This design comes from an exercise in tuning for small area and a short achievable clock period on the open sky130 flow, not from production work.
No functional check of the RTL was part of any run shown here.

[flow/standard.sh]
#!/bin/bash
# synth_recipe.tcl (not shown) runs the flow's synth.tcl, then flattens the netlist and writes it again
# the make line also repeats each setting of config.mk as NAME=value (left out here)
make -C /OpenROAD-flow-scripts/flow DESIGN_CONFIG=/design/flow/config.mk WORK_HOME=/design/flow/orfs CLKGATE_MAP_FILE= SYNTH_SCRIPT=/design/flow/synth_recipe.tcl "${@:-finish}"
[flow/constraint.sdc]
create_clock -name core_clock -period 17.0 [get_ports {clk}]
set_input_delay 3.4000 -clock core_clock [delete_from_list [all_inputs] [get_ports {clk}]]
set_output_delay 3.4000 -clock core_clock [all_outputs]
set_load 0.01 [all_outputs]
[flow/design.v]
module MrSimSimulation(input clk, input reset,
    input [63:0] io_enq_dat,
    input  io_enq_val,
    output io_enq_rdy,
    output[63:0] io_deq_dat,
    output io_deq_val,
    input  io_deq_rdy
);
  reg [8:0] df0, df1, df2, df3, df4, df5;
  reg [15:0] p1, p2, p3;
  reg v1, v2, v3;
  reg [16:0] e0, e1, e2;
  reg [1:0] c3;
  wire [7:0] px = io_enq_dat[55:48];
  wire [7:0] py = io_enq_dat[63:56];
  wire [8:0] dn0 = {1'b0, io_enq_dat[7:0]} - {1'b0, px};
  wire [8:0] dn1 = {1'b0, io_enq_dat[15:8]} - {1'b0, py};
  wire [8:0] dn2 = {1'b0, io_enq_dat[23:16]} - {1'b0, px};
  wire [8:0] dn3 = {1'b0, io_enq_dat[31:24]} - {1'b0, py};
  wire [8:0] dn4 = {1'b0, io_enq_dat[39:32]} - {1'b0, px};
  wire [8:0] dn5 = {1'b0, io_enq_dat[47:40]} - {1'b0, py};
  wire pp1 = df0[0] & df0[1];
  wire pp2 = df0[0] & df0[2];
  wire pp3 = df0[0] & df0[3];
  wire pp4 = df0[0] & df0[4];
  wire pp5 = df0[0] & df0[5];
  wire pp6 = df0[0] & df0[6];
  wire pp7 = df0[0] & df0[7];
  wire pp8 = df0[1] & df0[2];
  wire pp9 = df0[1] & df0[3];
  wire pp10 = df0[1] & df0[4];
  wire pp11 = df0[1] & df0[5];
  wire pp12 = df0[1] & df0[6];
  wire pp13 = df0[1] & df0[7];
  wire pp14 = df0[2] & df0[3];
  wire pp15 = df0[2] & df0[4];
  wire pp16 = df0[2] & df0[5];
  wire pp17 = df0[2] & df0[6];
  wire pp18 = df0[2] & df0[7];
  wire pp19 = df0[3] & df0[4];
  wire pp20 = df0[3] & df0[5];
  wire pp21 = df0[3] & df0[6];
  wire pp22 = df0[3] & df0[7];
  wire pp23 = df0[4] & df0[5];
  wire pp24 = df0[4] & df0[6];
  wire pp25 = df0[4] & df0[7];
  wire pp26 = df0[5] & df0[6];
  wire pp27 = df0[5] & df0[7];
  wire pp28 = df0[6] & df0[7];
  wire pn29 = df0[8] & ~df0[0];
  wire pn30 = df0[8] & ~df0[1];
  wire pn31 = df0[8] & ~df0[2];
  wire pn32 = df0[8] & ~df0[3];
  wire pn33 = df0[8] & ~df0[4];
  wire pn34 = df0[8] & ~df0[5];
  wire pn35 = df0[8] & ~df0[6];
  wire pn36 = df0[8] & ~df0[7];
  wire pp37 = df1[0] & df1[1];
  wire pp38 = df1[0] & df1[2];
  wire pp39 = df1[0] & df1[3];
  wire pp40 = df1[0] & df1[4];
  wire pp41 = df1[0] & df1[5];
  wire pp42 = df1[0] & df1[6];
  wire pp43 = df1[0] & df1[7];
  wire pp44 = df1[1] & df1[2];
  wire pp45 = df1[1] & df1[3];
  wire pp46 = df1[1] & df1[4];
  wire pp47 = df1[1] & df1[5];
  wire pp48 = df1[1] & df1[6];
  wire pp49 = df1[1] & df1[7];
  wire pp50 = df1[2] & df1[3];
  wire pp51 = df1[2] & df1[4];
  wire pp52 = df1[2] & df1[5];
  wire pp53 = df1[2] & df1[6];
  wire pp54 = df1[2] & df1[7];
  wire pp55 = df1[3] & df1[4];
  wire pp56 = df1[3] & df1[5];
  wire pp57 = df1[3] & df1[6];
  wire pp58 = df1[3] & df1[7];
  wire pp59 = df1[4] & df1[5];
  wire pp60 = df1[4] & df1[6];
  wire pp61 = df1[4] & df1[7];
  wire pp62 = df1[5] & df1[6];
  wire pp63 = df1[5] & df1[7];
  wire pp64 = df1[6] & df1[7];
  wire pn65 = df1[8] & ~df1[0];
  wire pn66 = df1[8] & ~df1[1];
  wire pn67 = df1[8] & ~df1[2];
  wire pn68 = df1[8] & ~df1[3];
  wire pn69 = df1[8] & ~df1[4];
  wire pn70 = df1[8] & ~df1[5];
  wire pn71 = df1[8] & ~df1[6];
  wire pn72 = df1[8] & ~df1[7];
  wire s73 = df0[4] ^ df1[4];
  wire c74 = df0[4] & df1[4];
  wire s75, c76;
  kmfa us75 (.a(df0[8]), .b(df1[8]), .c(pn29), .s(s75), .co(c76));
  wire s77, c78;
  kmfa us77 (.a(df0[5]), .b(df1[5]), .c(pn30), .s(s77), .co(c78));
  wire s79, c80;
  kmfa us79 (.a(df0[3]), .b(df1[3]), .c(pp10), .s(s79), .co(c80));
  wire s81 = pp11 ^ pp15;
  wire c82 = pp11 & pp15;
  wire s83, c84;
  kmfa us83 (.a(pp12), .b(pp16), .c(pp19), .s(s83), .co(c84));
  wire s85, c86;
  kmfa us85 (.a(pp43), .b(pp48), .c(pp52), .s(s85), .co(c86));
  wire s87, c88;
  kmfa us87 (.a(pn65), .b(pp13), .c(pp17), .s(s87), .co(c88));
  wire s89, c90;
  kmfa us89 (.a(pp20), .b(pp49), .c(pp53), .s(s89), .co(c90));
  wire s91 = pp56 ^ c74;
  wire c92 = pp56 & c74;
  wire s93, c94;
  kmfa us93 (.a(pn66), .b(pp18), .c(pp21), .s(s93), .co(c94));
  wire s95, c96;
  kmfa us95 (.a(pp23), .b(pp54), .c(pp57), .s(s95), .co(c96));
  wire s97, c98;
  kmfa us97 (.a(pp59), .b(c76), .c(s77), .s(s97), .co(c98));
  wire s99, c100;
  kmfa us99 (.a(pn31), .b(pn67), .c(pp22), .s(s99), .co(c100));
  wire s101, c102;
  kmfa us101 (.a(pp24), .b(pp58), .c(pp60), .s(s101), .co(c102));
  wire s103, c104;
  kmfa us103 (.a(df0[6]), .b(df1[6]), .c(pn32), .s(s103), .co(c104));
  wire s105, c106;
  kmfa us105 (.a(pn68), .b(pp25), .c(pp26), .s(s105), .co(c106));
  wire s107, c108;
  kmfa us107 (.a(df0[2]), .b(df1[2]), .c(pp3), .s(s107), .co(c108));
  wire s109 = pp4 ^ pp40;
  wire c110 = pp4 & pp40;
  wire s111, c112;
  kmfa us111 (.a(pp14), .b(pp41), .c(pp46), .s(s111), .co(c112));
  wire s113 = pp5 ^ pp50;
  wire c114 = pp5 & pp50;
  wire s115, c116;
  kmfa us115 (.a(pp42), .b(pp47), .c(pp51), .s(s115), .co(c116));
  wire s117, c118;
  kmfa us117 (.a(pp6), .b(s81), .c(c80), .s(s117), .co(c118));
  wire s119, c120;
  kmfa us119 (.a(pp55), .b(pp7), .c(s73), .s(s119), .co(c120));
  wire s121, c122;
  kmfa us121 (.a(c82), .b(s83), .c(s85), .s(s121), .co(c122));
  wire s123, c124;
  kmfa us123 (.a(s91), .b(c84), .c(c86), .s(s123), .co(c124));
  wire s125, c126;
  kmfa us125 (.a(s75), .b(s87), .c(s89), .s(s125), .co(c126));
  wire s127, c128;
  kmfa us127 (.a(c92), .b(c88), .c(c90), .s(s127), .co(c128));
  wire s129, c130;
  kmfa us129 (.a(s93), .b(s95), .c(s97), .s(s129), .co(c130));
  wire s131, c132;
  kmfa us131 (.a(c78), .b(c94), .c(c96), .s(s131), .co(c132));
  wire s133, c134;
  kmfa us133 (.a(s101), .b(s99), .c(c98), .s(s133), .co(c134));
  wire s135, c136;
  kmfa us135 (.a(pp61), .b(pp62), .c(c100), .s(s135), .co(c136));
  wire s137, c138;
  kmfa us137 (.a(c102), .b(s103), .c(s105), .s(s137), .co(c138));
  wire s139, c140;
  kmfa us139 (.a(pn33), .b(pn69), .c(pp27), .s(s139), .co(c140));
  wire s141, c142;
  kmfa us141 (.a(pp63), .b(c104), .c(c106), .s(s141), .co(c142));
  wire s143, c144;
  kmfa us143 (.a(df0[7]), .b(df1[7]), .c(pn34), .s(s143), .co(c144));
  wire s145, c146;
  kmfa us145 (.a(pn70), .b(pp28), .c(pp64), .s(s145), .co(c146));
  wire s147 = df0[1] ^ df1[1];
  wire c148 = df0[1] & df1[1];
  wire s149 = pp39 ^ pp44;
  wire c150 = pp39 & pp44;
  wire s151, c152;
  kmfa us151 (.a(pp45), .b(pp9), .c(s109), .s(s151), .co(c152));
  wire s153, c154;
  kmfa us153 (.a(c110), .b(s113), .c(s111), .s(s153), .co(c154));
  wire s155, c156;
  kmfa us155 (.a(c114), .b(c112), .c(s115), .s(s155), .co(c156));
  wire s157, c158;
  kmfa us157 (.a(c116), .b(s119), .c(c118), .s(s157), .co(c158));
  wire s159, c160;
  kmfa us159 (.a(c120), .b(c122), .c(s123), .s(s159), .co(c160));
  wire s161, c162;
  kmfa us161 (.a(c124), .b(c126), .c(s127), .s(s161), .co(c162));
  wire s163, c164;
  kmfa us163 (.a(c128), .b(s131), .c(c130), .s(s163), .co(c164));
  wire s165, c166;
  kmfa us165 (.a(c132), .b(s135), .c(s137), .s(s165), .co(c166));
  wire s167, c168;
  kmfa us167 (.a(s139), .b(c136), .c(c138), .s(s167), .co(c168));
  wire s169, c170;
  kmfa us169 (.a(c140), .b(s143), .c(s145), .s(s169), .co(c170));
  wire s171, c172;
  kmfa us171 (.a(pn35), .b(pn71), .c(c144), .s(s171), .co(c172));
  wire s173 = df0[8] ^ df1[8] ^ pn36;
  wire s174 = pp1 ^ pp37;
  wire c175 = pp1 & pp37;
  wire s176, c177;
  kmfa us176 (.a(pp2), .b(pp38), .c(c148), .s(s176), .co(c177));
  wire s178, c179;
  kmfa us178 (.a(pp8), .b(s149), .c(s107), .s(s178), .co(c179));
  wire s180, c181;
  kmfa us180 (.a(c150), .b(c108), .c(s151), .s(s180), .co(c181));
  wire s182, c183;
  kmfa us182 (.a(s79), .b(c152), .c(s153), .s(s182), .co(c183));
  wire s184, c185;
  kmfa us184 (.a(c154), .b(s117), .c(s155), .s(s184), .co(c185));
  wire s186, c187;
  kmfa us186 (.a(c156), .b(s121), .c(s157), .s(s186), .co(c187));
  wire s188, c189;
  kmfa us188 (.a(s125), .b(c158), .c(s159), .s(s188), .co(c189));
  wire s190, c191;
  kmfa us190 (.a(c160), .b(s161), .c(s129), .s(s190), .co(c191));
  wire s192, c193;
  kmfa us192 (.a(c162), .b(s133), .c(s163), .s(s192), .co(c193));
  wire s194, c195;
  kmfa us194 (.a(c134), .b(s165), .c(c164), .s(s194), .co(c195));
  wire s196, c197;
  kmfa us196 (.a(s141), .b(c166), .c(s167), .s(s196), .co(c197));
  wire s198, c199;
  kmfa us198 (.a(c142), .b(s169), .c(c168), .s(s198), .co(c199));
  wire s200, c201;
  kmfa us200 (.a(c146), .b(c170), .c(s171), .s(s200), .co(c201));
  wire s202 = pn72 ^ s173 ^ c172;
  wire [16:0] dist0 = {c201, c199, c197, c195, c193, c191, c189, c187, c185, c183, c181, c179, c177, c175, s174, 1'b0, df0[0]} + {s202, s200, s198, s196, s194, s192, s190, s188, s186, s184, s182, s180, s178, s176, s147, 1'b0, df1[0]};
  wire pp203 = df2[0] & df2[1];
  wire pp204 = df2[0] & df2[2];
  wire pp205 = df2[0] & df2[3];
  wire pp206 = df2[0] & df2[4];
  wire pp207 = df2[0] & df2[5];
  wire pp208 = df2[0] & df2[6];
  wire pp209 = df2[0] & df2[7];
  wire pp210 = df2[1] & df2[2];
  wire pp211 = df2[1] & df2[3];
  wire pp212 = df2[1] & df2[4];
  wire pp213 = df2[1] & df2[5];
  wire pp214 = df2[1] & df2[6];
  wire pp215 = df2[1] & df2[7];
  wire pp216 = df2[2] & df2[3];
  wire pp217 = df2[2] & df2[4];
  wire pp218 = df2[2] & df2[5];
  wire pp219 = df2[2] & df2[6];
  wire pp220 = df2[2] & df2[7];
  wire pp221 = df2[3] & df2[4];
  wire pp222 = df2[3] & df2[5];
  wire pp223 = df2[3] & df2[6];
  wire pp224 = df2[3] & df2[7];
  wire pp225 = df2[4] & df2[5];
  wire pp226 = df2[4] & df2[6];
  wire pp227 = df2[4] & df2[7];
  wire pp228 = df2[5] & df2[6];
  wire pp229 = df2[5] & df2[7];
  wire pp230 = df2[6] & df2[7];
  wire pn231 = df2[8] & ~df2[0];
  wire pn232 = df2[8] & ~df2[1];
  wire pn233 = df2[8] & ~df2[2];
  wire pn234 = df2[8] & ~df2[3];
  wire pn235 = df2[8] & ~df2[4];
  wire pn236 = df2[8] & ~df2[5];
  wire pn237 = df2[8] & ~df2[6];
  wire pn238 = df2[8] & ~df2[7];
  wire pp239 = df3[0] & df3[1];
  wire pp240 = df3[0] & df3[2];
  wire pp241 = df3[0] & df3[3];
  wire pp242 = df3[0] & df3[4];
  wire pp243 = df3[0] & df3[5];
  wire pp244 = df3[0] & df3[6];
  wire pp245 = df3[0] & df3[7];
  wire pp246 = df3[1] & df3[2];
  wire pp247 = df3[1] & df3[3];
  wire pp248 = df3[1] & df3[4];
  wire pp249 = df3[1] & df3[5];
  wire pp250 = df3[1] & df3[6];
  wire pp251 = df3[1] & df3[7];
  wire pp252 = df3[2] & df3[3];
  wire pp253 = df3[2] & df3[4];
  wire pp254 = df3[2] & df3[5];
  wire pp255 = df3[2] & df3[6];
  wire pp256 = df3[2] & df3[7];
  wire pp257 = df3[3] & df3[4];
  wire pp258 = df3[3] & df3[5];
  wire pp259 = df3[3] & df3[6];
  wire pp260 = df3[3] & df3[7];
  wire pp261 = df3[4] & df3[5];
  wire pp262 = df3[4] & df3[6];
  wire pp263 = df3[4] & df3[7];
  wire pp264 = df3[5] & df3[6];
  wire pp265 = df3[5] & df3[7];
  wire pp266 = df3[6] & df3[7];
  wire pn267 = df3[8] & ~df3[0];
  wire pn268 = df3[8] & ~df3[1];
  wire pn269 = df3[8] & ~df3[2];
  wire pn270 = df3[8] & ~df3[3];
  wire pn271 = df3[8] & ~df3[4];
  wire pn272 = df3[8] & ~df3[5];
  wire pn273 = df3[8] & ~df3[6];
  wire pn274 = df3[8] & ~df3[7];
  wire s275 = df2[4] ^ df3[4];
  wire c276 = df2[4] & df3[4];
  wire s277, c278;
  kmfa us277 (.a(df2[8]), .b(df3[8]), .c(pn231), .s(s277), .co(c278));
  wire s279, c280;
  kmfa us279 (.a(df2[5]), .b(df3[5]), .c(pn232), .s(s279), .co(c280));
  wire s281, c282;
  kmfa us281 (.a(df2[3]), .b(df3[3]), .c(pp207), .s(s281), .co(c282));
  wire s283 = pp208 ^ pp213;
  wire c284 = pp208 & pp213;
  wire s285, c286;
  kmfa us285 (.a(pp209), .b(pp214), .c(pp218), .s(s285), .co(c286));
  wire s287, c288;
  kmfa us287 (.a(pp221), .b(pp245), .c(pp250), .s(s287), .co(c288));
  wire s289, c290;
  kmfa us289 (.a(pn267), .b(pp215), .c(pp219), .s(s289), .co(c290));
  wire s291, c292;
  kmfa us291 (.a(pp222), .b(pp251), .c(pp255), .s(s291), .co(c292));
  wire s293 = pp258 ^ c276;
  wire c294 = pp258 & c276;
  wire s295, c296;
  kmfa us295 (.a(pn268), .b(pp220), .c(pp223), .s(s295), .co(c296));
  wire s297, c298;
  kmfa us297 (.a(pp225), .b(pp256), .c(pp259), .s(s297), .co(c298));
  wire s299, c300;
  kmfa us299 (.a(pp261), .b(c278), .c(s279), .s(s299), .co(c300));
  wire s301, c302;
  kmfa us301 (.a(pn233), .b(pn269), .c(pp224), .s(s301), .co(c302));
  wire s303, c304;
  kmfa us303 (.a(pp226), .b(pp260), .c(pp262), .s(s303), .co(c304));
  wire s305, c306;
  kmfa us305 (.a(df2[6]), .b(df3[6]), .c(pn234), .s(s305), .co(c306));
  wire s307, c308;
  kmfa us307 (.a(pn270), .b(pp227), .c(pp228), .s(s307), .co(c308));
  wire s309, c310;
  kmfa us309 (.a(df2[2]), .b(df3[2]), .c(pp205), .s(s309), .co(c310));
  wire s311 = pp206 ^ pp211;
  wire c312 = pp206 & pp211;
  wire s313, c314;
  kmfa us313 (.a(pp212), .b(pp216), .c(pp243), .s(s313), .co(c314));
  wire s315 = pp248 ^ pp252;
  wire c316 = pp248 & pp252;
  wire s317, c318;
  kmfa us317 (.a(pp217), .b(pp244), .c(pp249), .s(s317), .co(c318));
  wire s319, c320;
  kmfa us319 (.a(pp253), .b(s283), .c(c282), .s(s319), .co(c320));
  wire s321, c322;
  kmfa us321 (.a(pp254), .b(pp257), .c(s275), .s(s321), .co(c322));
  wire s323, c324;
  kmfa us323 (.a(c284), .b(s285), .c(s287), .s(s323), .co(c324));
  wire s325, c326;
  kmfa us325 (.a(s293), .b(c286), .c(c288), .s(s325), .co(c326));
  wire s327, c328;
  kmfa us327 (.a(s277), .b(s289), .c(s291), .s(s327), .co(c328));
  wire s329, c330;
  kmfa us329 (.a(c294), .b(c290), .c(c292), .s(s329), .co(c330));
  wire s331, c332;
  kmfa us331 (.a(s295), .b(s297), .c(s299), .s(s331), .co(c332));
  wire s333, c334;
  kmfa us333 (.a(c280), .b(c296), .c(c298), .s(s333), .co(c334));
  wire s335, c336;
  kmfa us335 (.a(s301), .b(s303), .c(c300), .s(s335), .co(c336));
  wire s337, c338;
  kmfa us337 (.a(pp263), .b(pp264), .c(c302), .s(s337), .co(c338));
  wire s339, c340;
  kmfa us339 (.a(c304), .b(s305), .c(s307), .s(s339), .co(c340));
  wire s341, c342;
  kmfa us341 (.a(pn235), .b(pn271), .c(pp229), .s(s341), .co(c342));
  wire s343, c344;
  kmfa us343 (.a(pp265), .b(c306), .c(c308), .s(s343), .co(c344));
  wire s345, c346;
  kmfa us345 (.a(df2[7]), .b(df3[7]), .c(pn236), .s(s345), .co(c346));
  wire s347, c348;
  kmfa us347 (.a(pn272), .b(pp230), .c(pp266), .s(s347), .co(c348));
  wire s349 = df2[1] ^ df3[1];
  wire c350 = df2[1] & df3[1];
  wire s351 = pp210 ^ pp241;
  wire c352 = pp210 & pp241;
  wire s353, c354;
  kmfa us353 (.a(pp242), .b(pp247), .c(s311), .s(s353), .co(c354));
  wire s355, c356;
  kmfa us355 (.a(c312), .b(s315), .c(s281), .s(s355), .co(c356));
  wire s357, c358;
  kmfa us357 (.a(c316), .b(c314), .c(s317), .s(s357), .co(c358));
  wire s359, c360;
  kmfa us359 (.a(c318), .b(s321), .c(c320), .s(s359), .co(c360));
  wire s361, c362;
  kmfa us361 (.a(c322), .b(c324), .c(s325), .s(s361), .co(c362));
  wire s363, c364;
  kmfa us363 (.a(c326), .b(c328), .c(s329), .s(s363), .co(c364));
  wire s365, c366;
  kmfa us365 (.a(c330), .b(s333), .c(c332), .s(s365), .co(c366));
  wire s367, c368;
  kmfa us367 (.a(c334), .b(s337), .c(s339), .s(s367), .co(c368));
  wire s369, c370;
  kmfa us369 (.a(s341), .b(c338), .c(c340), .s(s369), .co(c370));
  wire s371, c372;
  kmfa us371 (.a(c342), .b(s345), .c(s347), .s(s371), .co(c372));
  wire s373, c374;
  kmfa us373 (.a(pn237), .b(pn273), .c(c346), .s(s373), .co(c374));
  wire s375 = df2[8] ^ df3[8] ^ pn238;
  wire s376 = pp203 ^ pp239;
  wire c377 = pp203 & pp239;
  wire s378, c379;
  kmfa us378 (.a(pp204), .b(pp240), .c(c350), .s(s378), .co(c379));
  wire s380, c381;
  kmfa us380 (.a(pp246), .b(s351), .c(s309), .s(s380), .co(c381));
  wire s382, c383;
  kmfa us382 (.a(c352), .b(c310), .c(s353), .s(s382), .co(c383));
  wire s384, c385;
  kmfa us384 (.a(s313), .b(c354), .c(s355), .s(s384), .co(c385));
  wire s386, c387;
  kmfa us386 (.a(c356), .b(s319), .c(s357), .s(s386), .co(c387));
  wire s388, c389;
  kmfa us388 (.a(c358), .b(s323), .c(s359), .s(s388), .co(c389));
  wire s390, c391;
  kmfa us390 (.a(s327), .b(c360), .c(s361), .s(s390), .co(c391));
  wire s392, c393;
  kmfa us392 (.a(c362), .b(s363), .c(s331), .s(s392), .co(c393));
  wire s394, c395;
  kmfa us394 (.a(c364), .b(s335), .c(s365), .s(s394), .co(c395));
  wire s396, c397;
  kmfa us396 (.a(c336), .b(s367), .c(c366), .s(s396), .co(c397));
  wire s398, c399;
  kmfa us398 (.a(s343), .b(c368), .c(s369), .s(s398), .co(c399));
  wire s400, c401;
  kmfa us400 (.a(c344), .b(s371), .c(c370), .s(s400), .co(c401));
  wire s402, c403;
  kmfa us402 (.a(c348), .b(c372), .c(s373), .s(s402), .co(c403));
  wire s404 = pn274 ^ s375 ^ c374;
  wire [16:0] dist1 = {c403, c401, c399, c397, c395, c393, c391, c389, c387, c385, c383, c381, c379, c377, s376, 1'b0, df2[0]} + {s404, s402, s400, s398, s396, s394, s392, s390, s388, s386, s384, s382, s380, s378, s349, 1'b0, df3[0]};
  wire pp405 = df4[0] & df4[1];
  wire pp406 = df4[0] & df4[2];
  wire pp407 = df4[0] & df4[3];
  wire pp408 = df4[0] & df4[4];
  wire pp409 = df4[0] & df4[5];
  wire pp410 = df4[0] & df4[6];
  wire pp411 = df4[0] & df4[7];
  wire pp412 = df4[1] & df4[2];
  wire pp413 = df4[1] & df4[3];
  wire pp414 = df4[1] & df4[4];
  wire pp415 = df4[1] & df4[5];
  wire pp416 = df4[1] & df4[6];
  wire pp417 = df4[1] & df4[7];
  wire pp418 = df4[2] & df4[3];
  wire pp419 = df4[2] & df4[4];
  wire pp420 = df4[2] & df4[5];
  wire pp421 = df4[2] & df4[6];
  wire pp422 = df4[2] & df4[7];
  wire pp423 = df4[3] & df4[4];
  wire pp424 = df4[3] & df4[5];
  wire pp425 = df4[3] & df4[6];
  wire pp426 = df4[3] & df4[7];
  wire pp427 = df4[4] & df4[5];
  wire pp428 = df4[4] & df4[6];
  wire pp429 = df4[4] & df4[7];
  wire pp430 = df4[5] & df4[6];
  wire pp431 = df4[5] & df4[7];
  wire pp432 = df4[6] & df4[7];
  wire pn433 = df4[8] & ~df4[0];
  wire pn434 = df4[8] & ~df4[1];
  wire pn435 = df4[8] & ~df4[2];
  wire pn436 = df4[8] & ~df4[3];
  wire pn437 = df4[8] & ~df4[4];
  wire pn438 = df4[8] & ~df4[5];
  wire pn439 = df4[8] & ~df4[6];
  wire pn440 = df4[8] & ~df4[7];
  wire pp441 = df5[0] & df5[1];
  wire pp442 = df5[0] & df5[2];
  wire pp443 = df5[0] & df5[3];
  wire pp444 = df5[0] & df5[4];
  wire pp445 = df5[0] & df5[5];
  wire pp446 = df5[0] & df5[6];
  wire pp447 = df5[0] & df5[7];
  wire pp448 = df5[1] & df5[2];
  wire pp449 = df5[1] & df5[3];
  wire pp450 = df5[1] & df5[4];
  wire pp451 = df5[1] & df5[5];
  wire pp452 = df5[1] & df5[6];
  wire pp453 = df5[1] & df5[7];
  wire pp454 = df5[2] & df5[3];
  wire pp455 = df5[2] & df5[4];
  wire pp456 = df5[2] & df5[5];
  wire pp457 = df5[2] & df5[6];
  wire pp458 = df5[2] & df5[7];
  wire pp459 = df5[3] & df5[4];
  wire pp460 = df5[3] & df5[5];
  wire pp461 = df5[3] & df5[6];
  wire pp462 = df5[3] & df5[7];
  wire pp463 = df5[4] & df5[5];
  wire pp464 = df5[4] & df5[6];
  wire pp465 = df5[4] & df5[7];
  wire pp466 = df5[5] & df5[6];
  wire pp467 = df5[5] & df5[7];
  wire pp468 = df5[6] & df5[7];
  wire pn469 = df5[8] & ~df5[0];
  wire pn470 = df5[8] & ~df5[1];
  wire pn471 = df5[8] & ~df5[2];
  wire pn472 = df5[8] & ~df5[3];
  wire pn473 = df5[8] & ~df5[4];
  wire pn474 = df5[8] & ~df5[5];
  wire pn475 = df5[8] & ~df5[6];
  wire pn476 = df5[8] & ~df5[7];
  wire s477 = df4[4] ^ df5[4];
  wire c478 = df4[4] & df5[4];
  wire s479, c480;
  kmfa us479 (.a(df4[8]), .b(df5[8]), .c(pn433), .s(s479), .co(c480));
  wire s481, c482;
  kmfa us481 (.a(df4[5]), .b(df5[5]), .c(pn434), .s(s481), .co(c482));
  wire s483, c484;
  kmfa us483 (.a(df4[3]), .b(df5[3]), .c(pp409), .s(s483), .co(c484));
  wire s485 = pp410 ^ pp415;
  wire c486 = pp410 & pp415;
  wire s487, c488;
  kmfa us487 (.a(pp411), .b(pp416), .c(pp420), .s(s487), .co(c488));
  wire s489, c490;
  kmfa us489 (.a(pp423), .b(pp447), .c(pp452), .s(s489), .co(c490));
  wire s491, c492;
  kmfa us491 (.a(pn469), .b(pp417), .c(pp421), .s(s491), .co(c492));
  wire s493, c494;
  kmfa us493 (.a(pp424), .b(pp453), .c(pp457), .s(s493), .co(c494));
  wire s495 = pp460 ^ c478;
  wire c496 = pp460 & c478;
  wire s497, c498;
  kmfa us497 (.a(pn470), .b(pp422), .c(pp425), .s(s497), .co(c498));
  wire s499, c500;
  kmfa us499 (.a(pp427), .b(pp458), .c(pp461), .s(s499), .co(c500));
  wire s501, c502;
  kmfa us501 (.a(pp463), .b(c480), .c(s481), .s(s501), .co(c502));
  wire s503, c504;
  kmfa us503 (.a(pn435), .b(pn471), .c(pp426), .s(s503), .co(c504));
  wire s505, c506;
  kmfa us505 (.a(pp428), .b(pp462), .c(pp464), .s(s505), .co(c506));
  wire s507, c508;
  kmfa us507 (.a(df4[6]), .b(df5[6]), .c(pn436), .s(s507), .co(c508));
  wire s509, c510;
  kmfa us509 (.a(pn472), .b(pp429), .c(pp430), .s(s509), .co(c510));
  wire s511, c512;
  kmfa us511 (.a(df4[2]), .b(df5[2]), .c(pp407), .s(s511), .co(c512));
  wire s513 = pp408 ^ pp413;
  wire c514 = pp408 & pp413;
  wire s515, c516;
  kmfa us515 (.a(pp414), .b(pp418), .c(pp445), .s(s515), .co(c516));
  wire s517 = pp450 ^ pp454;
  wire c518 = pp450 & pp454;
  wire s519, c520;
  kmfa us519 (.a(pp419), .b(pp446), .c(pp451), .s(s519), .co(c520));
  wire s521, c522;
  kmfa us521 (.a(pp455), .b(s485), .c(c484), .s(s521), .co(c522));
  wire s523, c524;
  kmfa us523 (.a(pp456), .b(pp459), .c(s477), .s(s523), .co(c524));
  wire s525, c526;
  kmfa us525 (.a(c486), .b(s487), .c(s489), .s(s525), .co(c526));
  wire s527, c528;
  kmfa us527 (.a(s495), .b(c488), .c(c490), .s(s527), .co(c528));
  wire s529, c530;
  kmfa us529 (.a(s479), .b(s491), .c(s493), .s(s529), .co(c530));
  wire s531, c532;
  kmfa us531 (.a(c496), .b(c492), .c(c494), .s(s531), .co(c532));
  wire s533, c534;
  kmfa us533 (.a(s497), .b(s499), .c(s501), .s(s533), .co(c534));
  wire s535, c536;
  kmfa us535 (.a(c482), .b(c498), .c(c500), .s(s535), .co(c536));
  wire s537, c538;
  kmfa us537 (.a(s503), .b(s505), .c(c502), .s(s537), .co(c538));
  wire s539, c540;
  kmfa us539 (.a(pp465), .b(pp466), .c(c504), .s(s539), .co(c540));
  wire s541, c542;
  kmfa us541 (.a(c506), .b(s507), .c(s509), .s(s541), .co(c542));
  wire s543, c544;
  kmfa us543 (.a(pn437), .b(pn473), .c(pp431), .s(s543), .co(c544));
  wire s545, c546;
  kmfa us545 (.a(pp467), .b(c508), .c(c510), .s(s545), .co(c546));
  wire s547, c548;
  kmfa us547 (.a(df4[7]), .b(df5[7]), .c(pn438), .s(s547), .co(c548));
  wire s549, c550;
  kmfa us549 (.a(pn474), .b(pp432), .c(pp468), .s(s549), .co(c550));
  wire s551 = df4[1] ^ df5[1];
  wire c552 = df4[1] & df5[1];
  wire s553 = pp412 ^ pp443;
  wire c554 = pp412 & pp443;
  wire s555, c556;
  kmfa us555 (.a(pp444), .b(pp449), .c(s513), .s(s555), .co(c556));
  wire s557, c558;
  kmfa us557 (.a(c514), .b(s517), .c(s483), .s(s557), .co(c558));
  wire s559, c560;
  kmfa us559 (.a(c518), .b(c516), .c(s519), .s(s559), .co(c560));
  wire s561, c562;
  kmfa us561 (.a(c520), .b(s523), .c(c522), .s(s561), .co(c562));
  wire s563, c564;
  kmfa us563 (.a(c524), .b(c526), .c(s527), .s(s563), .co(c564));
  wire s565, c566;
  kmfa us565 (.a(c528), .b(c530), .c(s531), .s(s565), .co(c566));
  wire s567, c568;
  kmfa us567 (.a(c532), .b(s535), .c(c534), .s(s567), .co(c568));
  wire s569, c570;
  kmfa us569 (.a(c536), .b(s539), .c(s541), .s(s569), .co(c570));
  wire s571, c572;
  kmfa us571 (.a(s543), .b(c540), .c(c542), .s(s571), .co(c572));
  wire s573, c574;
  kmfa us573 (.a(c544), .b(s547), .c(s549), .s(s573), .co(c574));
  wire s575, c576;
  kmfa us575 (.a(pn439), .b(pn475), .c(c548), .s(s575), .co(c576));
  wire s577 = df4[8] ^ df5[8] ^ pn440;
  wire s578 = pp405 ^ pp441;
  wire c579 = pp405 & pp441;
  wire s580, c581;
  kmfa us580 (.a(pp406), .b(pp442), .c(c552), .s(s580), .co(c581));
  wire s582, c583;
  kmfa us582 (.a(pp448), .b(s553), .c(s511), .s(s582), .co(c583));
  wire s584, c585;
  kmfa us584 (.a(c554), .b(c512), .c(s555), .s(s584), .co(c585));
  wire s586, c587;
  kmfa us586 (.a(s515), .b(c556), .c(s557), .s(s586), .co(c587));
  wire s588, c589;
  kmfa us588 (.a(c558), .b(s521), .c(s559), .s(s588), .co(c589));
  wire s590, c591;
  kmfa us590 (.a(c560), .b(s525), .c(s561), .s(s590), .co(c591));
  wire s592, c593;
  kmfa us592 (.a(s529), .b(c562), .c(s563), .s(s592), .co(c593));
  wire s594, c595;
  kmfa us594 (.a(c564), .b(s565), .c(s533), .s(s594), .co(c595));
  wire s596, c597;
  kmfa us596 (.a(c566), .b(s537), .c(s567), .s(s596), .co(c597));
  wire s598, c599;
  kmfa us598 (.a(c538), .b(s569), .c(c568), .s(s598), .co(c599));
  wire s600, c601;
  kmfa us600 (.a(s545), .b(c570), .c(s571), .s(s600), .co(c601));
  wire s602, c603;
  kmfa us602 (.a(c546), .b(s573), .c(c572), .s(s602), .co(c603));
  wire s604, c605;
  kmfa us604 (.a(c550), .b(c574), .c(s575), .s(s604), .co(c605));
  wire s606 = pn476 ^ s577 ^ c576;
  wire [16:0] dist2 = {c605, c603, c601, c599, c597, c595, c593, c591, c589, c587, c585, c583, c581, c579, s578, 1'b0, df4[0]} + {s606, s604, s602, s600, s598, s596, s594, s592, s590, s588, s586, s584, s582, s580, s551, 1'b0, df5[0]};
  wire le20_g0 = e0[0] & ~e2[0];
  wire le20_p0 = e0[0] | ~e2[0];
  wire le20_g1 = e0[1] & ~e2[1];
  wire le20_p1 = e0[1] | ~e2[1];
  wire le20_g2 = e0[2] & ~e2[2];
  wire le20_p2 = e0[2] | ~e2[2];
  wire le20_g3 = e0[3] & ~e2[3];
  wire le20_p3 = e0[3] | ~e2[3];
  wire le20_g4 = e0[4] & ~e2[4];
  wire le20_p4 = e0[4] | ~e2[4];
  wire le20_g5 = e0[5] & ~e2[5];
  wire le20_p5 = e0[5] | ~e2[5];
  wire le20_g6 = e0[6] & ~e2[6];
  wire le20_p6 = e0[6] | ~e2[6];
  wire le20_g7 = e0[7] & ~e2[7];
  wire le20_p7 = e0[7] | ~e2[7];
  wire le20_g8 = e0[8] & ~e2[8];
  wire le20_p8 = e0[8] | ~e2[8];
  wire le20_g9 = e0[9] & ~e2[9];
  wire le20_p9 = e0[9] | ~e2[9];
  wire le20_g10 = e0[10] & ~e2[10];
  wire le20_p10 = e0[10] | ~e2[10];
  wire le20_g11 = e0[11] & ~e2[11];
  wire le20_p11 = e0[11] | ~e2[11];
  wire le20_g12 = e0[12] & ~e2[12];
  wire le20_p12 = e0[12] | ~e2[12];
  wire le20_g13 = e0[13] & ~e2[13];
  wire le20_p13 = e0[13] | ~e2[13];
  wire le20_g14 = e0[14] & ~e2[14];
  wire le20_p14 = e0[14] | ~e2[14];
  wire le20_g15 = e0[15] & ~e2[15];
  wire le20_p15 = e0[15] | ~e2[15];
  wire le20_g16 = e0[16] & ~e2[16];
  wire le20_p16 = e0[16] | ~e2[16];
  wire le20_G607 = le20_g1 | (le20_p1 & le20_g0);
  wire le20_P608 = le20_p1 & le20_p0;
  wire le20_G609 = le20_g3 | (le20_p3 & le20_g2);
  wire le20_P610 = le20_p3 & le20_p2;
  wire le20_G611 = le20_g5 | (le20_p5 & le20_g4);
  wire le20_P612 = le20_p5 & le20_p4;
  wire le20_G613 = le20_g7 | (le20_p7 & le20_g6);
  wire le20_P614 = le20_p7 & le20_p6;
  wire le20_G615 = le20_g9 | (le20_p9 & le20_g8);
  wire le20_P616 = le20_p9 & le20_p8;
  wire le20_G617 = le20_g11 | (le20_p11 & le20_g10);
  wire le20_P618 = le20_p11 & le20_p10;
  wire le20_G619 = le20_g13 | (le20_p13 & le20_g12);
  wire le20_P620 = le20_p13 & le20_p12;
  wire le20_G621 = le20_g15 | (le20_p15 & le20_g14);
  wire le20_P622 = le20_p15 & le20_p14;
  wire le20_G623 = le20_G609 | (le20_P610 & le20_G607);
  wire le20_P624 = le20_P610 & le20_P608;
  wire le20_G625 = le20_G613 | (le20_P614 & le20_G611);
  wire le20_P626 = le20_P614 & le20_P612;
  wire le20_G627 = le20_G617 | (le20_P618 & le20_G615);
  wire le20_P628 = le20_P618 & le20_P616;
  wire le20_G629 = le20_G621 | (le20_P622 & le20_G619);
  wire le20_P630 = le20_P622 & le20_P620;
  wire le20_G631 = le20_G625 | (le20_P626 & le20_G623);
  wire le20_P632 = le20_P626 & le20_P624;
  wire le20_G633 = le20_G629 | (le20_P630 & le20_G627);
  wire le20_P634 = le20_P630 & le20_P628;
  wire le20_G635 = le20_G633 | (le20_P634 & le20_G631);
  wire le20_P636 = le20_P634 & le20_P632;
  wire le20_G637 = le20_g16 | (le20_p16 & le20_G635);
  wire le20_P638 = le20_p16 & le20_P636;
  wire le20 = le20_G637 | le20_P638;
  wire le21_g0 = e1[0] & ~e2[0];
  wire le21_p0 = e1[0] | ~e2[0];
  wire le21_g1 = e1[1] & ~e2[1];
  wire le21_p1 = e1[1] | ~e2[1];
  wire le21_g2 = e1[2] & ~e2[2];
  wire le21_p2 = e1[2] | ~e2[2];
  wire le21_g3 = e1[3] & ~e2[3];
  wire le21_p3 = e1[3] | ~e2[3];
  wire le21_g4 = e1[4] & ~e2[4];
  wire le21_p4 = e1[4] | ~e2[4];
  wire le21_g5 = e1[5] & ~e2[5];
  wire le21_p5 = e1[5] | ~e2[5];
  wire le21_g6 = e1[6] & ~e2[6];
  wire le21_p6 = e1[6] | ~e2[6];
  wire le21_g7 = e1[7] & ~e2[7];
  wire le21_p7 = e1[7] | ~e2[7];
  wire le21_g8 = e1[8] & ~e2[8];
  wire le21_p8 = e1[8] | ~e2[8];
  wire le21_g9 = e1[9] & ~e2[9];
  wire le21_p9 = e1[9] | ~e2[9];
  wire le21_g10 = e1[10] & ~e2[10];
  wire le21_p10 = e1[10] | ~e2[10];
  wire le21_g11 = e1[11] & ~e2[11];
  wire le21_p11 = e1[11] | ~e2[11];
  wire le21_g12 = e1[12] & ~e2[12];
  wire le21_p12 = e1[12] | ~e2[12];
  wire le21_g13 = e1[13] & ~e2[13];
  wire le21_p13 = e1[13] | ~e2[13];
  wire le21_g14 = e1[14] & ~e2[14];
  wire le21_p14 = e1[14] | ~e2[14];
  wire le21_g15 = e1[15] & ~e2[15];
  wire le21_p15 = e1[15] | ~e2[15];
  wire le21_g16 = e1[16] & ~e2[16];
  wire le21_p16 = e1[16] | ~e2[16];
  wire le21_G639 = le21_g1 | (le21_p1 & le21_g0);
  wire le21_P640 = le21_p1 & le21_p0;
  wire le21_G641 = le21_g3 | (le21_p3 & le21_g2);
  wire le21_P642 = le21_p3 & le21_p2;
  wire le21_G643 = le21_g5 | (le21_p5 & le21_g4);
  wire le21_P644 = le21_p5 & le21_p4;
  wire le21_G645 = le21_g7 | (le21_p7 & le21_g6);
  wire le21_P646 = le21_p7 & le21_p6;
  wire le21_G647 = le21_g9 | (le21_p9 & le21_g8);
  wire le21_P648 = le21_p9 & le21_p8;
  wire le21_G649 = le21_g11 | (le21_p11 & le21_g10);
  wire le21_P650 = le21_p11 & le21_p10;
  wire le21_G651 = le21_g13 | (le21_p13 & le21_g12);
  wire le21_P652 = le21_p13 & le21_p12;
  wire le21_G653 = le21_g15 | (le21_p15 & le21_g14);
  wire le21_P654 = le21_p15 & le21_p14;
  wire le21_G655 = le21_G641 | (le21_P642 & le21_G639);
  wire le21_P656 = le21_P642 & le21_P640;
  wire le21_G657 = le21_G645 | (le21_P646 & le21_G643);
  wire le21_P658 = le21_P646 & le21_P644;
  wire le21_G659 = le21_G649 | (le21_P650 & le21_G647);
  wire le21_P660 = le21_P650 & le21_P648;
  wire le21_G661 = le21_G653 | (le21_P654 & le21_G651);
  wire le21_P662 = le21_P654 & le21_P652;
  wire le21_G663 = le21_G657 | (le21_P658 & le21_G655);
  wire le21_P664 = le21_P658 & le21_P656;
  wire le21_G665 = le21_G661 | (le21_P662 & le21_G659);
  wire le21_P666 = le21_P662 & le21_P660;
  wire le21_G667 = le21_G665 | (le21_P666 & le21_G663);
  wire le21_P668 = le21_P666 & le21_P664;
  wire le21_G669 = le21_g16 | (le21_p16 & le21_G667);
  wire le21_P670 = le21_p16 & le21_P668;
  wire le21 = le21_G669 | le21_P670;
  wire le10_g0 = e0[0] & ~e1[0];
  wire le10_p0 = e0[0] | ~e1[0];
  wire le10_g1 = e0[1] & ~e1[1];
  wire le10_p1 = e0[1] | ~e1[1];
  wire le10_g2 = e0[2] & ~e1[2];
  wire le10_p2 = e0[2] | ~e1[2];
  wire le10_g3 = e0[3] & ~e1[3];
  wire le10_p3 = e0[3] | ~e1[3];
  wire le10_g4 = e0[4] & ~e1[4];
  wire le10_p4 = e0[4] | ~e1[4];
  wire le10_g5 = e0[5] & ~e1[5];
  wire le10_p5 = e0[5] | ~e1[5];
  wire le10_g6 = e0[6] & ~e1[6];
  wire le10_p6 = e0[6] | ~e1[6];
  wire le10_g7 = e0[7] & ~e1[7];
  wire le10_p7 = e0[7] | ~e1[7];
  wire le10_g8 = e0[8] & ~e1[8];
  wire le10_p8 = e0[8] | ~e1[8];
  wire le10_g9 = e0[9] & ~e1[9];
  wire le10_p9 = e0[9] | ~e1[9];
  wire le10_g10 = e0[10] & ~e1[10];
  wire le10_p10 = e0[10] | ~e1[10];
  wire le10_g11 = e0[11] & ~e1[11];
  wire le10_p11 = e0[11] | ~e1[11];
  wire le10_g12 = e0[12] & ~e1[12];
  wire le10_p12 = e0[12] | ~e1[12];
  wire le10_g13 = e0[13] & ~e1[13];
  wire le10_p13 = e0[13] | ~e1[13];
  wire le10_g14 = e0[14] & ~e1[14];
  wire le10_p14 = e0[14] | ~e1[14];
  wire le10_g15 = e0[15] & ~e1[15];
  wire le10_p15 = e0[15] | ~e1[15];
  wire le10_g16 = e0[16] & ~e1[16];
  wire le10_p16 = e0[16] | ~e1[16];
  wire le10_G671 = le10_g1 | (le10_p1 & le10_g0);
  wire le10_P672 = le10_p1 & le10_p0;
  wire le10_G673 = le10_g3 | (le10_p3 & le10_g2);
  wire le10_P674 = le10_p3 & le10_p2;
  wire le10_G675 = le10_g5 | (le10_p5 & le10_g4);
  wire le10_P676 = le10_p5 & le10_p4;
  wire le10_G677 = le10_g7 | (le10_p7 & le10_g6);
  wire le10_P678 = le10_p7 & le10_p6;
  wire le10_G679 = le10_g9 | (le10_p9 & le10_g8);
  wire le10_P680 = le10_p9 & le10_p8;
  wire le10_G681 = le10_g11 | (le10_p11 & le10_g10);
  wire le10_P682 = le10_p11 & le10_p10;
  wire le10_G683 = le10_g13 | (le10_p13 & le10_g12);
  wire le10_P684 = le10_p13 & le10_p12;
  wire le10_G685 = le10_g15 | (le10_p15 & le10_g14);
  wire le10_P686 = le10_p15 & le10_p14;
  wire le10_G687 = le10_G673 | (le10_P674 & le10_G671);
  wire le10_P688 = le10_P674 & le10_P672;
  wire le10_G689 = le10_G677 | (le10_P678 & le10_G675);
  wire le10_P690 = le10_P678 & le10_P676;
  wire le10_G691 = le10_G681 | (le10_P682 & le10_G679);
  wire le10_P692 = le10_P682 & le10_P680;
  wire le10_G693 = le10_G685 | (le10_P686 & le10_G683);
  wire le10_P694 = le10_P686 & le10_P684;
  wire le10_G695 = le10_G689 | (le10_P690 & le10_G687);
  wire le10_P696 = le10_P690 & le10_P688;
  wire le10_G697 = le10_G693 | (le10_P694 & le10_G691);
  wire le10_P698 = le10_P694 & le10_P692;
  wire le10_G699 = le10_G697 | (le10_P698 & le10_G695);
  wire le10_P700 = le10_P698 & le10_P696;
  wire le10_G701 = le10_g16 | (le10_p16 & le10_G699);
  wire le10_P702 = le10_p16 & le10_P700;
  wire le10 = le10_G701 | le10_P702;
  wire [1:0] cls = (le20 & le21) ? 2'd2 : le10 ? 2'd1 : 2'd0;
  reg [17:0] q0, q1, q2, q3;
  reg [3:0] f;
  wire deq = io_deq_rdy & f[0];
  wire enq = v3 & ~f[3];
  wire [3:0] g = deq ? {1'b0, f[3:1]} : f;       
  wire [3:0] wsel = {4{enq}} & ~g & {g[2:0], 1'b1};
  wire [17:0] din = {p3, c3};
  always @(posedge clk) begin
    df0 <= dn0; df1 <= dn1; df2 <= dn2; df3 <= dn3; df4 <= dn4; df5 <= dn5;
    p1 <= io_enq_dat[63:48];
    e0 <= dist0; e1 <= dist1; e2 <= dist2;
    p2 <= p1;
    c3 <= cls;
    p3 <= p2;
    if (reset) begin
      v1 <= 1'b0; v2 <= 1'b0; v3 <= 1'b0;
      f <= 4'd0;
    end else begin
      v1 <= io_enq_val; v2 <= v1; v3 <= v2;
      f <= g | wsel;
    end
    if (wsel[0]) q0 <= din; else if (deq) q0 <= q1;
    if (wsel[1]) q1 <= din; else if (deq) q1 <= q2;
    if (wsel[2]) q2 <= din; else if (deq) q2 <= q3;
    if (wsel[3]) q3 <= din;
  end
  assign io_enq_rdy = 1'b1;
  assign io_deq_val = f[0];
  assign io_deq_dat = {32'd0, q0[17:2], 6'd0, q0[1:0], 8'hff};
endmodule
module kmfa(input a, input b, input c, output s, output co);
  assign s = a ^ b ^ c;
  assign co = (a & b) | (a & c) | (b & c);
endmodule
[flow/config.mk]
export PLATFORM = sky130hd
export DESIGN_NAME = MrSimSimulation
export DESIGN_NICKNAME = MrSimSimulation
export VERILOG_FILES = /design/flow/design.v
export SDC_FILE = /design/flow/constraint.sdc
export NUM_CORES = 4
export LEC_CHECK = 0
export CAP_MARGIN = 20
export CORE_MARGIN = 2
export CORE_UTILIZATION = 40
export PLACE_DENSITY = 0.6
export SLEW_MARGIN = 20
export SYNTH_HIERARCHICAL = 1
export SYNTH_MINIMUM_KEEP_SIZE = 0
[flow/flow/run.sh]
#!/bin/bash
# Standard synthesis, then the standard layout with the resizer aiming for a setup slack margin.
set -euo pipefail
bash standard.sh synth > synth.log 2>&1
bash standard.sh SETUP_SLACK_MARGIN=12.5 BUFFER_PORTS_ARGS='-buffer_cell sky130_fd_sc_hd__buf_1' finish > layout.log 2>&1
==> results.yml, run 1 <==
status:
  status: "complete, no violations"
critical_path:
  reg2reg_from: "df2[8]"
  crit_path_end_kind: "primary output"
  r2r-end: "e1[16]"
  cp_data_arrival_time_ns: 1.10
  cp.depth: 1
  critical_path.startpoint_type: "register"
  crit_fanout: 1
  cpPeakStageDelay_ns: 0.41
  critical_path_class: "reg -> out"
  crit_end: "io_deq_dat[27]"
  critPathLaunch: "q0[13]"
  cp_cell_sequence: "clkbuf_2"
  crit_family: "flip-flops"
  cp_num_buf_inv: 1
  cp.required_ns: 13.60
  r2r_setup_slack_ns: 12.58
  crit_slowest_cell: "edfxtp_1"
  worstRegToRegCells: 13
clock_network:
  cts_buffers: 25
  cts_sinks: 234
  cts_root_buffer: "clkbuf_16"
  cts.path.max_buffers: 3
  cts_tree: "built"
  clkTransAtPathRegs_ns: 0.06
  clock_latency_ns: 0.55
  htreeDepth: 1
sta:
  hold_viol: 0
  period_share_pct: 26.44
  finalSetupViolations: 0
  post-route-min-period_ns: 4.496
  fin_ws_ns: 12.50
  timing.fmax_mhz: 222.4
  finClkSkew_ns: 0.01751
  tightest_slew_ns: 0.9929
  rsz0062_at_grt: "true"
  slew_headroom_pct: 33.81
  slew_violations: 0
  finalSetupTns_ns: 0
  whs_ns: 0.3257
detailed_routing:
  wl_met2_um: 17000
  wirelength_um: 36850
  first_iter_violations: 573
  ant_nets: 0
  via_count: 10140
  top_layer: "met4"
  drc_errors: 0
  met1_length_um: 17050
  avgViaCountPerCell: 4.929
  wl_met3_um: 1486
  dr.pass1.iters: 5
  wl_per_cell_um: 17.91
placement:
  dp_cells: 1999
  post-place-ws_ns: 11.40
  dp_hpwl_um: 28500
  port_buffers: 86
  place_congestion: 0.8380
  placed_cell_area_sq_um: 17080
grt:
  grt_pass1_wl_um: 57250
  grt_util_all_layers_pct: 17.86
  grt_pass1_vias: 10340
  gr-total-overflow: 0
  grt_max_degree: 20
  grt_antenna_before_repair: 1
final_layout:
  final_common_cell: "fa_1"
  area_growth_pct: 14.46
  drive_above_1_share_pct: 13.98
  final_cell_mix: "fa_1, and2_1, dfxtp_1"
  final-instance-count-excl-fill: 2058
  fin_nets: 1874
  fin_area_sq_um: 18310
  utilization_pct: 46.20
run:
  cap_violations: 0
synth:
  synth_top_area_cell: "fa_1"
  synth-edff-count: 72
  syn_area_sq_um: 16000
  netlist.area_leader.share_pct: 22.15
  ys_seq_area_share_pct: 33.78
  ys_types: 62
  syn_area_per_cell_sq_um: 11.48
  synth_warnings: 7
  ys_ff_latch: 234
  async_reset_ff_share_pct: 0
  netlist_instances: 1394
  synth_ff_type: "dfxtp_1"
  synthTopCellsByArea: "fa_1, dfxtp_1, edfxtp_1"
die:
  dieArea_sq_um: 41620
  initial_core_util_pct: 40.36
  die_y_um: 204
  dieWidth_um: 204
  rows: 73
  coreArea_sq_um: 39640
  ios: 134
hold_path:
  hp-class: "reg -> reg"
modules after synthesis, one instance, submodules excluded:
module	cell area, sq um	times used
MrSimSimulation	12640	1
kmfa	20.02	168
cells in the mapped netlist (3+ instances only):
cell	count
a21oi_1	58
mux2_1	10
nor2b_1	70
o21ai_0	47
a222oi_1	3
edfxtp_1	72
buf_2	3
o21bai_1	6
o21ai_1	6
ha_1	117
nor3_1	3
inv_1	96
o31a_1	3
o31ai_1	4
a2bb2oi_1	4
maj3_1	14
dfxtp_1	162
xnor2_1	50
buf_4	47
nand4_1	3
nand2b_1	21
o21a_1	8
a31oi_1	5
o22ai_1	9
a211oi_1	4
a2111oi_0	3
a21o_1	22
a22oi_1	4
and2_1	170
nor2_1	39
nand2_1	39
xor2_1	26
mux2_2	44
a21boi_0	4
nand3_1	5
fa_1	177
per-layer routing:
metal,vias to the layer above,GRT usage (%)
met5,-,0
met4,0,6.366
li1,4866,-
met1,5004,24.03
met2,210,29.01
met3,63,3.125
flip-flops by register name, summed over array words and instances, names as in the netlist, 16 cells and up:
register	cells
p3	16
p1	16
e1	17
q1	18
q3	18
p2	16
e2	17
e0	17
q0	18
q2	18
cell families after synthesis:
logic type	synth area share (%)
AO/OA/AOI/OAI	8.469
multiplexers	3.863
buffers and inverters	4.575
flip-flops	33.78
adder cells (fa/ha/maj)	32.17
XOR/XNOR	4.160
AND/OR/NAND/NOR	12.93
other	0.04694
cell type report:
type,count,area (sq um)
Antenna cell,2,5.005
Timing Repair Buffer,95,460.4
Clock inverter,16,212.7
Inverter,96,440.4
Tap cell,525,656.9
Clock buffer,30,674.4
Fill cell,3676,21330
Sequential cell,234,5449
Multi-Input combinational cell,1060,10420
worst min-delay path by stage:
| stage | slack, ns | startpoint | end | depth (start not counted) |
|---|---|---|---|---|
| CTS | 0.33 | p2[15] | p3[15] | 0 |
| detailed placement | 0.31 | p1[5] | p2[5] | 0 |
| floorplan | 0.31 | p1[0] | p2[0] | 0 |
| global route | 0.33 | p2[15] | p3[15] | 0 |
| global placement | 0.31 | p1[2] | p2[2] | 0 |
| finish | 0.33 | p2[15] | p3[15] | 0 |
worst reg2reg max path, delay by kind of cell (launching register included):
kind            cells  cell delay (ns)
fa+ha+maj           6             2.62
xor+xnor            1             0.19
flops               1             0.37
compound gates      5             0.97
simple gates        1             0.16
repair_timing:
| action | 4_1_cts | 5_1_grt |
|---|---|---|
| buffers inserted | 3 | 6 |
| setup endpoints to repair | 146 | 77 |
| resized for setup | 34 | 68 |
| cloned | 0 | 2 |
| hold buffers | 0 | 0 |
| endpoints found under the hold margin | 0 | 0 |
| pin swaps | 2 | 26 |
==> run 2: changes to the inputs <==
==> flow/flow/run.sh (replaced) <==
#!/bin/bash
# Standard synthesis, then the standard layout with the resizer aiming for a setup slack margin.
set -euo pipefail
bash standard.sh synth > synth.log 2>&1
bash standard.sh SETUP_SLACK_MARGIN=12.5  finish > layout.log 2>&1
==> run 2 against run 1 <==
  * Non-clock buffer count grew 20
  * Register-to-register slack is essentially flat
  * Sequential share of layout area down 1.6 points
  * Synthesized cell count unchanged
  * Via count increased by 0.81%
  * Critical path type unchanged
==> results.yml, run 2 <==
die:
  rows: 73
  dieArea_sq_um: 41620
  ios: 134
  initial_core_util_pct: 40.36
  die_y_um: 204
  dieWidth_um: 204
  coreArea_sq_um: 39640
sta:
  rsz0062_at_grt: "true"
  hold_viol: 0
  slew_headroom_pct: 43.25
  slew_violations: 0
  period_share_pct: 26.62
  tightest_slew_ns: 0.8298
  finalSetupViolations: 0
  fin_ws_ns: 12.47
  finalSetupTns_ns: 0
  timing.fmax_mhz: 221.0
  finClkSkew_ns: 0.02493
  post-route-min-period_ns: 4.526
final_layout:
  fin_nets: 1895
  drive_above_1_share_pct: 18.29
  area_growth_pct: 20.54
  final_common_cell: "fa_1"
  fin_area_sq_um: 19290
  fillers: 3605
  final_cell_mix: "fa_1, and2_1, dfxtp_1"
  multi_input_area_sq_um: 10700
  ff_latch_area_sq_um: 5439
  insertedDiodeCount: 0
critical_path:
  cpPeakStageDelay_ns: 0.42
  crit_fanout: 1
  cp_data_arrival_time_ns: 1.13
  cp_cell_sequence: "buf_2"
  cp.required_ns: 13.60
  crit_family: "flip-flops"
  crit_path_end_kind: "primary output"
  critical_path.startpoint_type: "register"
  critical_path_class: "reg -> out"
  crit_slowest_cell: "edfxtp_1"
  cp_num_buf_inv: 1
clock_network:
  cts_sinks: 234
  cts_root_buffer: "clkbuf_16"
  clkTransAtPathRegs_ns: 0.07
  cts.path.max_buffers: 3
  htreeDepth: 1
  clock_latency_ns: 0.55
  cts_tree: "built"
  cts_buffers: 26
synth:
  synthTopCellsByArea: "fa_1, dfxtp_1, edfxtp_1"
  synth_ff_type: "dfxtp_1"
  ys_seq_area_share_pct: 33.78
  synth_top_area_cell: "fa_1"
  synthMostInstantiatedCell: "fa_1"
  synth_warnings: 7
  ys_ff_latch: 234
  async_reset_ff_share_pct: 0
  netlist_instances: 1394
  syn_area_sq_um: 16000
  ys_types: 62
  synth-edff-count: 72
  synthTopCellsByCount: "fa_1, and2_1, dfxtp_1, ha_1, inv_1"
  netlist.area_leader.share_pct: 22.15
  syn_area_per_cell_sq_um: 11.48
run:
  cap_violations: 0
grt:
  grt_antenna_before_repair: 1
  grt_max_degree: 21
  grt_util_all_layers_pct: 17.95
  grt_pass1_vias: 10710
  grt_pass1_wl_um: 58040
  gr-total-overflow: 0
detailed_routing:
  wl_per_cell_um: 17.84
  wirelength_um: 37070
  drc_errors: 0
  dr.pass1.iters: 5
  via_count: 10230
  ant_nets: 0
  first_iter_violations: 506
  avgViaCountPerCell: 4.921
hold_path:
  hp-class: "reg -> reg"
placement:
  place_congestion: 0.8507
  port_buffers: 86
  dp_hpwl_um: 28200
  post-place-ws_ns: 11.04
  placed_cell_area_sq_um: 17620
status:
  status: "complete, no violations"
==> run 2: cell counts after synthesis <==
Identical to the previous run, type by type.
==> run 2: cells by family after synthesis <==
group | after synthesis | synth area share [%]
simple gates | 361 | 12.93
fa+ha+maj | 308 | 32.17
flops | 234 | 33.78
compound gates | 211 | 8.469
buf+inv | 147 | 4.575
xor+xnor | 76 | 4.160
mux | 55 | 3.863
other cells | 2 | 0.04694
==> run 2: final cells by class <==
type / count / area share, %
inverter: 96 / 2.465
clock inverter: 17 / 1.220
timing repair buffer: 115 / 5.501
tap: 525 / 3.406
multi-input combinational: 1060 / 55.47
sequential: 234 / 28.20
clock buffer: 31 / 3.737
==> run 2: metal layers <==
metal / wire length, um / part of all wire (%) / track usage, %
met1: 16950 / 46 / 24.43
met3: 1555 / 4.2 / 2.136
met2: 17090 / 46 / 29.53
met5: 0 / 0 / 0
met4: 1477 / 4.0 / 6.548
==> run 2: Yosys stat by module (local to each module, per instance) <==
module,times used,cells inside
kmfa,168,1
MrSimSimulation,1,1226
==> run 2: repair_timing <==
| action | in CTS | in global routing |
|---|---|---|
| hold buffers | 0 | 0 |
| resized for setup | 201 | 84 |
| setup buffers | 18 | 11 |
| cloned | 1 | 1 |
| setup endpoints to repair | 189 | 106 |
| pin swaps | 20 | 24 |
==> run 2: path summary, 6_finish.rpt <==
| kind | start | end | slack, ns | cells after the start |
|---|---|---|---|---|
| worst max-delay path | q0[9] | io_deq_dat[23] | 12.47 | 1 |
| worst min-delay path | p1[13] | p2[13] | 0.32 | 0 |
| worst max register to register | df5[8] | e2[16] | 12.59 | 13 |
| worst min register to register | p1[13] | p2[13] | 0.32 | 0 |
==> run 2: stage by stage <==
stage / utilization [%] / hold slack, ns / instances
4_1_cts: 47.65 / 0.3094 / 2066
6_report: 48.66 / 0.3175 / 2078
3_5_place_dp: 44.45 / 0.3121 / 1999
2_1_floorplan: - / 0.3096 / 1439
3_3_place_gp: 44.45 / 0.3103 / 1999
5_1_grt: 48.66 / 0.3239 / 2078
==> run 3: changes to the inputs <==
--- a/flow/config.mk
+++ b/flow/config.mk
@@ -10,2 +10,4 @@
 export CORE_UTILIZATION = 40
+export CTS_BUF_LIST = sky130_fd_sc_hd__clkbuf_8
+export CTS_CLUSTER_SIZE = 40
 export PLACE_DENSITY = 0.6
==> run 3 against run 2 <==
  * Worst hold slack improved by 0.0081 ns
  * Sequential share of layout area increased by 0.37 points
  * Core utilization decreased by 0.58 points
  * First-iteration DRC count increased by 3.8%
  * Design area decreased by 1.2%
  * Setup slack got worse by 0.025 ns
  * Critical endpoint unchanged
  * Highest routed layer unchanged
  * Die area unchanged
  * Routed wire length increased by 0.55%
  * Synthesized area unchanged
  * Non-clock buffer count increased by 3
  * Synthesized cell count unchanged
  * Final cell count increased by 1.3%
  * Still clean
==> results.yml, run 3 <==
critical_path:
  crit_path_end_kind: "primary output"
  cp.required_ns: 13.60
  r2r_setup_slack_ns: 12.61
  crit_slowest_cell: "edfxtp_1"
  worstRegToRegCells: 13
  cp_data_arrival_time_ns: 1.15
  r2r-end: "e2[16]"
  cp_num_buf_inv: 1
  cpPeakStageDelay_ns: 0.42
  critical_path_class: "reg -> out"
  crit_family: "flip-flops"
  cp_cell_sequence: "buf_2"
  crit_fanout: 1
  critical_path.startpoint_type: "register"
  reg2reg_from: "df4[7]"
sta:
  post-route-min-period_ns: 4.551
  finClkSkew_ns: 0.02199
  tightest_slew_ns: 0.8816
  finalSetupViolations: 0
  slew_violations: 0
  timing.fmax_mhz: 219.8
  rsz0062_at_grt: "true"
  finalSetupTns_ns: 0
  period_share_pct: 26.77
  slew_headroom_pct: 39.70
  hold_viol: 0
synth:
  syn_area_per_cell_sq_um: 11.48
  synthTopCellsByCount: "fa_1, and2_1, dfxtp_1, ha_1, inv_1"
  netlist_instances: 1394
  ys_ff_latch: 234
  syn_area_sq_um: 16000
  ys_types: 62
  synth-edff-count: 72
  ys_seq_area_share_pct: 33.78
  synth_ff_type: "dfxtp_1"
  netlist.area_leader.share_pct: 22.15
  synth_top_area_cell: "fa_1"
  synthMostInstantiatedCell: "fa_1"
  synthTopCellsByArea: "fa_1, dfxtp_1, edfxtp_1"
  synth_warnings: 7
  async_reset_ff_share_pct: 0
final_layout:
  insertedDiodeCount: 0
  fin_nets: 1911
  final_cell_mix: "fa_1, and2_1, dfxtp_1"
  drive_above_1_share_pct: 18.35
  final_common_cell: "fa_1"
  utilization_pct: 48.08
  area_growth_pct: 19.11
  fillers: 3633
placement:
  place_congestion: 0.8507
  dp_hpwl_um: 28200
  port_buffers: 86
grt:
  grt_antenna_before_repair: 2
  gr-total-overflow: 0
  grt_max_degree: 20
  grt_pass1_wl_um: 58490
  grt_util_all_layers_pct: 18.20
  grt_pass1_vias: 10950
hold_path:
  hold_path.startpoint: "p2[11]"
  min_delay_worst_endpoint: "p3[11]"
  hold_path_depth: 0
  hp-class: "reg -> reg"
die:
  initial_core_util_pct: 40.36
  coreArea_sq_um: 39640
  ios: 134
  rows: 73
  dieWidth_um: 204
  dieArea_sq_um: 41620
  die_y_um: 204
clock_network:
  clock_latency_ns: 0.56
  htreeDepth: 2
  cts_root_buffer: "clkbuf_8"
  clkTransAtPathRegs_ns: 0.06
  cts.path.max_buffers: 3
  cts_buffers: 40
  cts_tree: "built"
  cts_sinks: 234
detailed_routing:
  wirelength_um: 37270
  dr.pass1.iters: 5
  via_count: 10280
  avgViaCountPerCell: 4.886
  ant_nets: 0
  drc_errors: 0
  wl_per_cell_um: 17.71
  first_iter_violations: 525
run:
  cap_violations: 0
status:
  status: "complete, no violations"
==> run 3: cell types whose count changed in the layout (fill, tap and decap cells not counted), sizes merged, moves of 2 or more <==
| cell | previous run | this run |
|---|---|---|
| clkbuf | 36 | 51 |
| inv | 89 | 100 |
| bufinv | 5 | 0 |
| buf | 63 | 65 |
| clkinv | 10 | 12 |
==> run 3: kinds of logic after synthesis <==
| family | Yosys count | synth area share (%) |
|---|---|---|
| AOI/OAI and AO/OA | 211 | 8.469 |
| xor gates and xnor gates | 76 | 4.160 |
| adders and majority gates | 308 | 32.17 |
| buffers and inverters | 147 | 4.575 |
| DFF | 234 | 33.78 |
| muxes | 55 | 3.863 |
| other | 2 | 0.04694 |
| and+or+nand+nor | 361 | 12.93 |
==> run 3: cell type report <==
type                       instances  area [sq um]  area share (%)
multi-input combinational       1059         10600           55.59
sequential                       234          5445           28.57
timing repair buffer             118          1089           5.712
clock buffer                      48         660.6           3.466
tap                              525         656.9           3.447
inverter                          96         475.5           2.495
clock inverter                    25         136.4          0.7156
==> run 3: per-layer routing <==
layer | vias up | global-route usage [%] | part of all wire [%]
li1 | 4930 | - | -
met2 | 222 | 29.92 | 47
met1 | 5078 | 24.34 | 46
met5 | - | 0 | 0
met3 | 54 | 2.806 | 4.0
met4 | 0 | 6.729 | 3.4
==> run 3: timing repair <==
item | 4_1_cts | 5_1_grt
resized for setup | 190 | 86
gates cloned | 0 | 1
pin swaps | 17 | 27
hold buffers | 0 | 0
buffers inserted | 19 | 13
endpoints found under the setup margin | 186 | 108
==> run 3: worst max path at each step <==
stage | from | cells after the start | slack, ns | end
2_1_floorplan | io_deq_rdy | 7 | 12.21 | q2[10]
3_3_place_gp | io_deq_rdy | 3 | 11.10 | q1[0]
3_5_place_dp | io_deq_rdy | 5 | 11.04 | q0[11]
4_1_cts | q0[9] | 1 | 12.40 | io_deq_dat[23]
5_1_grt | df4[3] | 13 | 12.38 | e2[16]
6_report | q0[9] | 1 | 12.45 | io_deq_dat[23]
==> run 3: Yosys stat by module (local to each module, per instance) <==
module,times used,flops+latches,cells
kmfa,168,0,1
MrSimSimulation,1,234,1226
==> run 3: through the flow <==
step           hold WS, ns  cells  setup slack (ns)  instance area (sq um)
3_3_place_gp        0.3103   1999             11.10                  17620
5_1_grt             0.3323   2105             12.38                  19060
6_report            0.3256   2105             12.45                  19060
2_1_floorplan       0.3096   1439             12.21                  16500
3_5_place_dp        0.3121   1999             11.04                  17620
4_1_cts             0.3257   2091             12.40                  18700

[afterwards: timing with drivers on the ports]
The flow's constraints put no driver on any port. The routed layouts listed below were extracted and timed again, unchanged, in two steps. Step 1 assumes that a clkbuf_16 drives the clock port and a buf_2 every other input. Step 2 times the ports against the registers' clock, not the clock port: input delays grow and output delays shrink by t, the midpoint of the rising clock arrivals with the driver on. Slacks: ideal ports / drivers / drivers and shift; pairs: ideal ports / drivers.
run | t, ns | setup slack, ns | worst setup path at the end | clock arrival spread, ns
run 1 | 0.591 | 12.504 / 12.450 / 11.990 | input to register | 0.019 / 0.019
run 2 | 0.587 | 12.474 / 12.422 / 11.930 | input to register | 0.026 / 0.025
run 3 | 0.600 | 12.449 / 12.398 / 11.925 | input to register | 0.023 / 0.022
After both steps setup and hold are still met in every run listed. For run 2, which loses most, drivers alone change the setup slack by -0.052 ns; drivers and shift together by -0.544 ns.
